This is an optimization exercise on Yosys and OpenROAD, whose aim is small area, not a production implementation.
Function was checked by simulation only, so behaviour that the tests miss may differ from the original.
Power and IR drop assume default switching activity.

==> flow/design.v (excerpt) <==
module alu_64 (
	input		[63:0]	A,
	input		[63:0]	B,
	output reg	[63:0]	Z,
	output reg			overflow,
	input		[3:0]	aluctrl,
	input 		[63:0]	cmp_val,
	input		clk,
	input		reset
	);
Size in the first run: about 1,600 cells after synthesis, roughly 260 I/O pins, ~9200 um^2 of cells after synthesis.
Settings: LEC_CHECK=0, CAP_MARGIN=35, CORE_MARGIN=2, CORE_UTILIZATION=30, CTS_BUF_LIST=sky130_fd_sc_hd__clkbuf_8, SETUP_SLACK_MARGIN=0.2, SLEW_MARGIN=30, SYNTH_HIERARCHICAL=1, SYNTH_MINIMUM_KEEP_SIZE=0; clock period 8.0 ns.
standard.sh (not shown) runs the stock make flow with config.mk's settings and CLKGATE_MAP_FILE= SYNTH_SCRIPT=/design/flow/synth_recipe.tcl, a recipe that flattens the netlist after the stock synthesis.
==> flow/flow/run.sh <==
#!/bin/bash
# The standard ORFS layout with three changes:
#  - synthesis maps with an area-oriented ABC script (flow/abc_area.script);
#    the design's small leaf modules are kept apart by SYNTH_HIERARCHICAL,
#    and the netlist is flattened and renamed as synth_recipe.tcl does;
#  - the port buffers are made from the smallest buffer cell;
#  - power (and with it area) recovery after global routing;
#  - a clock tree with fewer, larger sink clusters and no dummy loads.
# make's full output goes to standard.log; each ORFS step logs under orfs/logs.
set -euo pipefail
here=$(pwd)
{
  head -n 1 synth_recipe.tcl
  cat <<EOT
proc abc {args} {
  set i [lsearch -exact \$args -script]
  if {\$i >= 0} { lset args [expr {\$i + 1}] $here/flow/abc_area.script }
  yosys abc {*}\$args
}
EOT
  tail -n +2 synth_recipe.tcl
} > my_synth.tcl
sed "s#SYNTH_SCRIPT=[^ ]*#SYNTH_SCRIPT=$here/my_synth.tcl#" standard.sh > my_standard.sh
grep -q "SYNTH_SCRIPT=$here/my_synth.tcl" my_standard.sh
bash my_standard.sh \
  BUFFER_PORTS_ARGS="-buffer_cell sky130_fd_sc_hd__buf_1" \
  RECOVER_POWER=100 \
  CTS_ARGS="-sink_clustering_enable -repair_clock_nets -dont_use_dummy_load -root_buf sky130_fd_sc_hd__clkbuf_8 -buf_list sky130_fd_sc_hd__clkbuf_4" \
  finish > standard.log 2>&1
==> flow/flow/abc_area.script <==
strash
dch
amap
topo
stime -c
The first run completed with no timing, DRC or antenna violations.
Rerun with:
--- a/flow/flow/run.sh
+++ b/flow/flow/run.sh
@@ -1,3 +1,3 @@
 #!/bin/bash
-# The standard ORFS layout with three changes:
+# The standard ORFS layout with these changes:
 #  - synthesis maps with an area-oriented ABC script (flow/abc_area.script);
@@ -6,2 +6,4 @@
 #  - the port buffers are made from the smallest buffer cell;
+#  - no pre-placement timing repair (it only upsizes cells whose high-fanout
+#    nets are not buffered yet);
 #  - power (and with it area) recovery after global routing;
@@ -27,3 +29,4 @@
   RECOVER_POWER=100 \
-  CTS_ARGS="-sink_clustering_enable -repair_clock_nets -dont_use_dummy_load -root_buf sky130_fd_sc_hd__clkbuf_8 -buf_list sky130_fd_sc_hd__clkbuf_4" \
+  REMOVE_ABC_BUFFERS=1 \
+  CTS_ARGS="-sink_clustering_enable -repair_clock_nets -dont_use_dummy_load -buf_list sky130_fd_sc_hd__clkbuf_8 -sink_clustering_size 24 -sink_clustering_max_diameter 120" \
   finish > standard.log 2>&1
- PLACE_DENSITY: unset -> 0.95
Effect: The new run ran to the end with violations: capacitance limit, slew limit. Setup slack gets worse by 210 ps. First-iteration DRC count is higher by 29%. Final cell count stays flat. Die area does not change. Via count grows by 4.8%. Power went down by 0.76%. Combinational power shrinks by about 1%.
Rerun with:
- GPL_TIMING_DRIVEN: unset -> 0
- PLACE_DENSITY: 0.95 -> unset
Outcome: The changed run went through all stages and came out clean; power increases slightly; die area stays the same; critical path depth came out higher by 6; combinational power climbs by a few percent.
Rerun with:
- GPL_TIMING_DRIVEN: 0 -> unset
- PLACE_DENSITY: unset -> 0.9
The changed run completed and failed the layout checks on capacitance limit, slew limit.
Routed wire length came out lower slightly.
Hold slack loses 12 ps.
Clock-buffer cell count stays the same.
Sequential cell count does not change.
Worst setup slack gains 46 ps.
Utilization came out lower by 1.3 points.
Rerun with:
- PLACE_DENSITY: 0.9 -> unset
=> The changed run ran to the end with no violations. Sequential cell count is unchanged. Routed wire length goes up by about 2.4%. Non-clock buffer count goes down by 2. Clock-buffer cell count does not change. Core utilization is about the same. Area after synthesis does not change.

## re-timing with driven ports
The flow's constraints put no driver on any port. The routed layouts listed below were extracted and timed again, unchanged, in two steps.
Step 1 (the two cells are an assumption about what drives the block):
set clk [get_ports {clk}]
set_driving_cell -lib_cell sky130_fd_sc_hd__clkbuf_16 $clk
set_driving_cell -lib_cell sky130_fd_sc_hd__buf_2 [delete_from_list [all_inputs] $clk]
Step 2 moves the port delays by t, midway between the first and last clock arrival at a register: inputs arrive t later, outputs are due t later. That takes back most of the time a late clock gives input paths.
a / b / c = ideal ports / drivers / drivers and shift; a / b = the first two.
run | shift t [ns] | slack for setup (ns) | worst register clock-pin slew, ns
the first run | 0.441 | 0.911 / 0.930 / 0.489 | 0.08 / 0.08
the second run | 0.433 | 0.699 / 0.718 / 0.285 | 0.08 / 0.08
the third run | 0.438 | 0.593 / 0.615 / 0.177 | 0.08 / 0.08
the fourth run | 0.436 | 0.638 / 0.664 / 0.228 | 0.08 / 0.08
the fifth run | 0.430 | 0.533 / 0.557 / 0.126 | 0.08 / 0.08
For the first run, which loses most, drivers alone change the setup slack by +0.019 ns; drivers and shift together by -0.422 ns.
